From an optimization exercise on the open Yosys and OpenROAD flow, aimed at small area, a short achievable clock period and few clock cycles per item; shortcuts taken in it are not production practice. Function was checked by simulation only, so behaviour that the tests miss may differ from the original. Power is estimated from default activity; no workload was simulated.

red:
==> flow/design.v <==
module Procesador(input  logic        clk, rst,
                  input  logic [31:0] imem_rdata,
                  input  logic [6:0]  dmem_rdata,
                  output logic [31:0] imem_addr,
                  output logic [31:0] dmem_addr,
                  output logic        dmem_we,
                  output logic [6:0]  dmem_wdata,
                  output logic        txtE,
                  output logic [31:0] SrcBE);
  logic [31:0] pc;
  logic        vD;
  logic [31:0] ir, pcD;
  logic [31:0] opA, opB;
  logic [6:0]  sdE;
  logic [3:0]  rdE;
  logic        wbE, ldE, stE, txE, cmpE, brE, mulE;    
  logic        fSub, fAnd, fOr, fSh, fLeft, fMov;
  logic [1:0]  condE;
  logic        fwdAE, fwdBE, fwdSE;
  logic        mIter;
  logic [31:0] resM;
  logic [6:0]  sdM;
  logic [3:0]  rdM;
  logic        wbM, ldM, stM, txM;
  logic        flagN, flagZ;
  logic [31:0] rf [1:14];
  assign imem_addr  = pc;
  assign dmem_addr  = resM;
  assign dmem_we    = stM;
  assign dmem_wdata = sdM;
  assign txtE       = txM;
  assign SrcBE      = resM;
  wire [31:0] ldata = {{25{dmem_rdata[6]}}, dmem_rdata};
  wire [31:0] wdata = ldM ? ldata : resM;
  always_ff @(posedge clk) begin
    for (int i = 1; i <= 14; i++)
      if (rst) rf[i] <= 32'b0;
      else if (wbM && rdM == 4'(i)) rf[i] <= wdata;
  end
  logic [31:0] rfx [0:15];
  always_comb begin
    rfx[0]  = 32'b0;
    rfx[15] = 32'b0;
    for (int i = 1; i <= 14; i++) rfx[i] = rf[i];
  end
  function automatic logic [31:0] rdreg(input logic [3:0] a);
    rdreg = rfx[a];
    if (wbM && rdM == a) rdreg = wdata;
    if (a == 4'd0) rdreg = 32'b0;
  endfunction
  wire [1:0]  op    = ir[31:30];
  wire [3:0]  rd    = ir[29:26];
  wire [3:0]  rn    = ir[25:22];
  wire [3:0]  rm    = ir[21:18];
  wire [16:0] imm   = ir[21:5];
  wire        iflg  = ir[4];
  wire [3:0]  fn    = ir[3:0];
  wire [1:0]  cond  = ir[4:3];
  wire [31:0] immx  = {{15{imm[16]}}, imm};
  wire isAlu = (op == 2'b00);
  wire isLdr = (op == 2'b01);
  wire isStx = (op == 2'b10) && (fn == 4'hF);
  wire isStr = (op == 2'b10) && (fn != 4'hF);
  wire isBr  = (op == 2'b11);
  wire aMov  = isAlu && fn == 4'h8;
  wire aCmp  = isAlu && fn == 4'h9;
  wire aSub  = isAlu && (fn == 4'h1 || fn == 4'h9);
  wire aMul  = isAlu && fn == 4'h2;
  wire aAnd  = isAlu && fn == 4'h4;
  wire aOr   = isAlu && fn == 4'h5;
  wire aLsl  = isAlu && fn == 4'h6;
  wire aLsr  = isAlu && fn == 4'h7;
  wire [3:0] ra2   = (op == 2'b10) ? rd : rm;
  wire usesA = ((isAlu && !aMov) || isLdr || isStr) && rn != 4'hF;
  wire usesB = ((isAlu || isLdr) && !iflg) || isStx;
  wire usesS = isStr;
  wire useImm = ((isAlu || isLdr) && iflg) || isStr;
  wire [31:0] rv1 = rdreg(rn);
  wire [31:0] rv2 = rdreg(ra2);
  wire [31:0] tgtD = pcD + immx;
  function automatic logic condok(input logic [1:0] c, input logic n, input logic z);
    case (c)
      2'b00: condok = 1'b1;
      2'b01: condok = z;
      2'b10: condok = !n && !z;
      default: condok = n;
    endcase
  endfunction
  logic mulDone, busyE, takenE;
  wire loaduse = ldE && ((usesA && rn == rdE) || (usesB && ra2 == rdE) || (usesS && rd == rdE));
  wire stallD  = busyE || loaduse;
  wire advD    = vD && !stallD && !takenE;
  wire brKnown = (cond == 2'b00) || !cmpE;
  wire takenD  = advD && isBr && brKnown && condok(cond, flagN, flagZ);
  always_ff @(posedge clk, posedge rst) begin
    if (rst) begin
      pc <= 32'b0;
      vD <= 1'b0;
    end else begin
      if (takenE)      pc <= opA;
      else if (takenD) pc <= tgtD;
      else if (!stallD) pc <= pc + 32'd1;
      if (takenE || takenD) vD <= 1'b0;
      else if (!stallD)     vD <= 1'b1;
    end
  end
  always_ff @(posedge clk) begin
    if (!stallD) begin
      ir  <= imem_rdata;
      pcD <= pc;
    end
  end
  wire [31:0] fa = fwdAE ? resM : opA;
  wire [31:0] fb = fwdBE ? resM : opB;
  wire mFirst = mulE && !mIter;
  wire [31:0] pa0 = opA & {32{opB[0]}};
  wire [31:0] pa1 = {opA[30:0], 1'b0} & {32{opB[1]}};
  wire [31:0] cs_s = resM ^ pa0 ^ pa1;
  wire [31:0] cs_c = {((resM & pa0) | (resM & pa1) | (pa0 & pa1)), 1'b0} ;
  wire [31:0] cs_c32 = cs_c[31:0];
  wire [31:0] addX = mIter ? cs_s : (mFirst ? (fa & {32{fb[0]}}) : fa);
  wire [31:0] addY = mIter ? cs_c32 : (mFirst ? ({fa[30:0], 1'b0} & {32{fb[1]}}) : (fb ^ {32{fSub}}));
  wire [31:0] sum  = addX + addY + {31'b0, fSub & !mulE};
  function automatic logic [31:0] rev32(input logic [31:0] x);
    for (int i = 0; i < 32; i++) rev32[i] = x[31-i];
  endfunction
  wire [31:0] shin = fLeft ? rev32(fa) : fa;
  wire [31:0] shr  = shin >> fb[4:0];
  wire [31:0] sho  = (|fb[31:5]) ? 32'b0 : (fLeft ? rev32(shr) : shr);
  wire [31:0] resE = fMov ? fb :
                     fAnd ? (fa & fb) :
                     fOr  ? (fa | fb) :
                     fSh  ? sho : sum;
  assign mulDone = mIter ? (opB[31:2] == 30'b0) : (fb[31:2] == 30'b0);
  assign busyE   = mulE && !mulDone;
  assign takenE  = brE && condok(condE, flagN, flagZ);
  always_ff @(posedge clk, posedge rst) begin
    if (rst) begin
      {wbE, ldE, stE, txE, cmpE, brE, mulE, mIter} <= '0;
      flagN <= 1'b0;
      flagZ <= 1'b0;
    end else begin
      if (cmpE) begin
        flagN <= sum[31];
        flagZ <= (fa == fb);
      end
      mIter <= busyE;
      if (!busyE) begin
        if (advD) begin
          wbE  <= (isAlu && !aCmp) || isLdr;
          ldE  <= isLdr;
          stE  <= isStr;
          txE  <= isStx;
          cmpE <= aCmp;
          brE  <= isBr && !brKnown;
          mulE <= aMul;
        end else begin
          {wbE, ldE, stE, txE, cmpE, brE, mulE} <= '0;
        end
      end
    end
  end
  always_ff @(posedge clk) begin
    if (busyE) begin
      opA <= (mFirst ? fa : opA) << 2;
      opB <= (mFirst ? fb : opB) >> 2;
    end else begin
      opA <= isBr ? tgtD : (rn == 4'hF) ? pcD : rv1;
      opB <= useImm ? immx : rv2;
      sdE <= rv2[6:0];
      rdE <= rd;
      condE <= cond;
      fSub  <= aSub;
      fAnd  <= aAnd;
      fOr   <= aOr;
      fSh   <= aLsl || aLsr;
      fLeft <= aLsl;
      fMov  <= aMov || isStx;
      fwdAE <= wbE && usesA && rn == rdE;
      fwdBE <= wbE && usesB && ra2 == rdE;
      fwdSE <= wbE && usesS && rd == rdE;
    end
  end
  always_ff @(posedge clk, posedge rst) begin
    if (rst) begin
      {wbM, ldM, stM, txM} <= '0;
    end else if (busyE) begin
      {wbM, ldM, stM, txM} <= '0;
    end else begin
      wbM <= wbE;
      ldM <= ldE;
      stM <= stE;
      txM <= txE;
    end
  end
  always_ff @(posedge clk) begin
    resM <= resE;
    sdM  <= fwdSE ? resM[6:0] : sdE;
    rdM  <= rdE;
  end
endmodule
==> flow/config.mk <==
export PLATFORM = sky130hd
export DESIGN_NAME = Procesador
export DESIGN_NICKNAME = Procesador
export VERILOG_FILES = /design/flow/design.v
export SDC_FILE = /design/flow/constraint.sdc
export NUM_CORES = 4
export LEC_CHECK = 0
export CAP_MARGIN = 20
export CORE_MARGIN = 2
export CORE_UTILIZATION = 40
export SLEW_MARGIN = 20
==> flow/constraint.sdc <==
create_clock -name core_clock -period 12.0 [get_ports {clk}]
set_input_delay 2.4000 -clock core_clock [delete_from_list [all_inputs] [get_ports {clk}]]
set_output_delay 2.4000 -clock core_clock [all_outputs]
set_load 0.01 [all_outputs]
standard.sh (not shown) runs the stock make flow with config.mk's settings and CLKGATE_MAP_FILE= SYNTH_SCRIPT=/design/flow/synth_recipe.tcl, a recipe that flattens the netlist after the stock synthesis.
==> flow/flow/run.sh <==
#!/bin/bash
bash standard.sh SETUP_SLACK_MARGIN=8 finish > standard.log 2>&1
Testbench counts of red, summed over its fixed seeds: cycles 442,993, samples 12,800.
The inputs of blue differ from those of red as listed below.
--- a/flow/design.v
+++ b/flow/design.v
@@ -10,10 +10,10 @@
   logic [31:0] pc;
   logic        vD;
-  logic [31:0] ir, pcD;
+  logic [31:0] ir;
   logic [31:0] opA, opB;
   logic [6:0]  sdE;
   logic [3:0]  rdE;
-  logic        wbE, ldE, stE, txE, cmpE, brE, mulE;    
-  logic        fSub, fAnd, fOr, fSh, fLeft, fMov;
+  logic        wbE, ldE, stE, txE, cmpE, brE, mulE, lslE;    
+  logic        fSub, fAnd, fOr, fSh, fMov;
   logic [1:0]  condE;
   logic        fwdAE, fwdBE, fwdSE;
@@ -78,5 +78,6 @@
   wire [31:0] rv1 = rdreg(rn);
   wire [31:0] rv2 = rdreg(ra2);
-  wire [31:0] tgtD = pcD + immx;
+  wire [17:0] immm1 = {imm[16], imm} - 18'd1;
+  wire [31:0] tgtD = pc + (isBr ? {{14{immm1[17]}}, immm1} : 32'hFFFFFFFF);
   function automatic logic condok(input logic [1:0] c, input logic n, input logic z);
     case (c)
@@ -92,5 +93,5 @@
   wire advD    = vD && !stallD && !takenE;
   wire brKnown = (cond == 2'b00) || !cmpE;
-  wire takenD  = advD && isBr && brKnown && condok(cond, flagN, flagZ);
+  wire takenD  = advD && isBr && brKnown && condok(cond, flagN, flagZ) && imm != 17'd1;
   always_ff @(posedge clk, posedge rst) begin
     if (rst) begin
@@ -108,5 +109,4 @@
     if (!stallD) begin
       ir  <= imem_rdata;
-      pcD <= pc;
     end
   end
@@ -119,23 +119,19 @@
   wire [31:0] cs_c = {((resM & pa0) | (resM & pa1) | (pa0 & pa1)), 1'b0} ;
   wire [31:0] cs_c32 = cs_c[31:0];
-  wire [31:0] addX = mIter ? cs_s : (mFirst ? (fa & {32{fb[0]}}) : fa);
-  wire [31:0] addY = mIter ? cs_c32 : (mFirst ? ({fa[30:0], 1'b0} & {32{fb[1]}}) : (fb ^ {32{fSub}}));
+  wire [31:0] addX = mIter ? cs_s : (mFirst ? (fa & {32{fb[0] & !lslE}}) : fa);
+  wire [31:0] addY = mIter ? cs_c32 : (mFirst ? ({fa[30:0], 1'b0} & {32{fb[1] & !lslE}}) : (fb ^ {32{fSub}}));
   wire [31:0] sum  = addX + addY + {31'b0, fSub & !mulE};
-  function automatic logic [31:0] rev32(input logic [31:0] x);
-    for (int i = 0; i < 32; i++) rev32[i] = x[31-i];
-  endfunction
-  wire [31:0] shin = fLeft ? rev32(fa) : fa;
-  wire [31:0] shr  = shin >> fb[4:0];
-  wire [31:0] sho  = (|fb[31:5]) ? 32'b0 : (fLeft ? rev32(shr) : shr);
+  wire [31:0] sho  = (|fb[31:5]) ? 32'b0 : (fa >> fb[4:0]);
+  wire [31:0] pow2 = (|fb[31:5]) ? 32'b0 : (32'b1 << fb[4:0]);
   wire [31:0] resE = fMov ? fb :
                      fAnd ? (fa & fb) :
                      fOr  ? (fa | fb) :
                      fSh  ? sho : sum;
-  assign mulDone = mIter ? (opB[31:2] == 30'b0) : (fb[31:2] == 30'b0);
+  assign mulDone = mIter ? (opB[31:2] == 30'b0) : (!lslE && fb[31:2] == 30'b0);
   assign busyE   = mulE && !mulDone;
   assign takenE  = brE && condok(condE, flagN, flagZ);
   always_ff @(posedge clk, posedge rst) begin
     if (rst) begin
-      {wbE, ldE, stE, txE, cmpE, brE, mulE, mIter} <= '0;
+      {wbE, ldE, stE, txE, cmpE, brE, mulE, lslE, mIter} <= '0;
       flagN <= 1'b0;
       flagZ <= 1'b0;
@@ -154,7 +150,8 @@
           cmpE <= aCmp;
           brE  <= isBr && !brKnown;
-          mulE <= aMul;
+          mulE <= aMul || aLsl;
+          lslE <= aLsl;
         end else begin
-          {wbE, ldE, stE, txE, cmpE, brE, mulE} <= '0;
+          {wbE, ldE, stE, txE, cmpE, brE, mulE, lslE} <= '0;
         end
       end
@@ -163,8 +160,13 @@
   always_ff @(posedge clk) begin
     if (busyE) begin
-      opA <= (mFirst ? fa : opA) << 2;
-      opB <= (mFirst ? fb : opB) >> 2;
-    end else begin
-      opA <= isBr ? tgtD : (rn == 4'hF) ? pcD : rv1;
+      if (mFirst && lslE) begin
+        opA <= fa;
+        opB <= pow2;
+      end else begin
+        opA <= (mFirst ? fa : opA) << 2;
+        opB <= (mFirst ? fb : opB) >> 2;
+      end
+    end else begin
+      opA <= (isBr || rn == 4'hF) ? tgtD : rv1;
       opB <= useImm ? immx : rv2;
       sdE <= rv2[6:0];
@@ -174,6 +176,5 @@
       fAnd  <= aAnd;
       fOr   <= aOr;
-      fSh   <= aLsl || aLsr;
-      fLeft <= aLsl;
+      fSh   <= aLsr;
       fMov  <= aMov || isStx;
       fwdAE <= wbE && usesA && rn == rdE;
[summary]
Compare red and blue | hold slack lower: blue
Side by side, total number of cells along the worst setup path turned out higher in blue than in red.
Going from red to blue, initial antenna violation count -4, global-route wire length before repair down 6.0%, total power now smaller.
Sort red and blue by design area, ascending, and blue comes first.
Changes observed in blue relative to red: fmax now sits higher, area of the multi-input gates now sits lower, number of buffer and inverter stages on the critical path now sits higher, share of the final layout cell area in multi-input gates now sits higher.
Testbench counts of blue, summed over its fixed seeds: cycles 441,429, samples 12,800.

---

Procesador, a different RTL version from the one above (not shown whole).
For scale: roughly 4000 cells after synthesis, about 0.040 mm² of cells after synthesis.
==> flow/config.mk <==
export PLATFORM = sky130hd
export DESIGN_NAME = Procesador
export DESIGN_NICKNAME = Procesador
export VERILOG_FILES = /design/flow/design.v
export SDC_FILE = /design/flow/constraint.sdc
export NUM_CORES = 4
export LEC_CHECK = 0
export CAP_MARGIN = 20
export CORE_MARGIN = 2
export CORE_UTILIZATION = 40
export CTS_CLUSTER_DIAMETER = 100
export CTS_CLUSTER_SIZE = 16
export SLEW_MARGIN = 20
==> flow/constraint.sdc <==
create_clock -name core_clock -period 12.0 [get_ports {clk}]
set_input_delay 2.4000 -clock core_clock [delete_from_list [all_inputs] [get_ports {clk}]]
set_output_delay 2.4000 -clock core_clock [all_outputs]
set_load 0.01 [all_outputs]
==> flow/flow/run.sh <==
#!/bin/bash
bash standard.sh SETUP_SLACK_MARGIN=8 MATCH_CELL_FOOTPRINT=0 \
  "BUFFER_PORTS_ARGS=-buffer_cell sky130_fd_sc_hd__buf_4" finish > standard.log 2>&1
Testbench counts at the start, summed over its fixed seeds: cycles 422,347, samples 12,800.
==> next run, changes <==
--- a/flow/design.v
+++ b/flow/design.v
@@ -230,33 +230,35 @@
         {mOne, mTwo, mNeg, mCo} <= mdigit(opB[3:2], mCo);
       end
     end else begin
       {mOne, mTwo, mNeg, mCo} <= aMul ? mdigit(opBD[1:0], 1'b0) : 4'b0000;
       selX  <= !(aMul || aLsl);
       selYp <= !(aMul || aLsl) && !aSub;
       selYn <= !(aMul || aLsl) && aSub;
-      for (int i = 0; i < 4; i++) begin
-        sh1[i] <= (opBD[1:0] == 2'(i));
-        sh2[i] <= (opBD[3:2] == 2'(i));
-      end
-      sh3n <= !opBD[4];
       opA <= opAD;
       opB <= opBD;
-      sdE <= sdD;
       rdE <= rd;
-      condE <= cond;
       fSub  <= aSub;
       fAnd  <= aAnd;
       fOr   <= aOr;
       fSh   <= aLsr;
       fMov  <= aMov || isStx;
-      fwdLA <= ldDepA;
-      fwdLB <= ldDepB;
-      fwdLS <= ldDepS;
-    end
+    end
+  end
+  always_ff @(posedge clk) begin
+    for (int i = 0; i < 4; i++) begin
+      sh1[i] <= (opBD[1:0] == 2'(i));
+      sh2[i] <= (opBD[3:2] == 2'(i));
+    end
+    sh3n  <= !opBD[4];
+    sdE   <= sdD;
+    condE <= cond;
+    fwdLA <= ldDepA;
+    fwdLB <= ldDepB;
+    fwdLS <= ldDepS;
   end
   always_ff @(posedge clk, posedge rst) begin
     if (rst) begin
       {wbM, ldM, stM, txM} <= '0;
     end else if (busyE) begin
       {wbM, ldM, stM, txM} <= '0;
     end else begin
Result:
- first-iteration DRC count rises by 0.43%
- setup slack gets worse by 0.12 ns
- area after synthesis falls by 1.1%
- global-route usage falls by 0.19 points
- flip-flop and latch count stays the same
- power falls by 1.2%
- non-clock buffer count falls by 16
- die area falls by 1.1%
- worst hold slack gets worse by 0.016 ns
- design area falls by 1.3%
- clock skew falls by 0.034 ns
- count of clock-buffer cells in the layout falls by 6
Testbench counts after the change, summed over its fixed seeds: cycles 422,347, samples 12,800.

what the ideal ports hide:
No port has a modelled driver above. Below, the same layouts with a new extraction and two added sets of constraints. Step 1 sets driving cells, clkbuf_16 on the clock port and buf_2 on the other inputs (assumed; they add their load-dependent delay and slew). Step 2 moves the port delays by t, midway between the first and last clock arrival at a register: inputs arrive t later, outputs are due t later. That takes back most of the time a late clock gives input paths. a / b / c = ideal / step 1 / step 2; a / b = the first two.
run	t (ns)	setup WS [ns]	latest minus earliest clock arrival (ns)	cell pins on the clock port's net
red	0.740	7.671 / 7.671 / 7.340	0.031 / 0.031	1
blue	0.744	7.708 / 7.708 / 7.264	0.048 / 0.049	1
the first run of note 2	0.753	7.977 / 7.929 / 7.323	0.085 / 0.086	1
the second run of note 2	0.743	7.853 / 7.853 / 7.164	0.036 / 0.036	1
After both steps setup and hold are still met in every run listed. For the second run of note 2, which loses most, drivers alone change the setup slack by 0.000 ns; drivers and shift together by -0.689 ns.
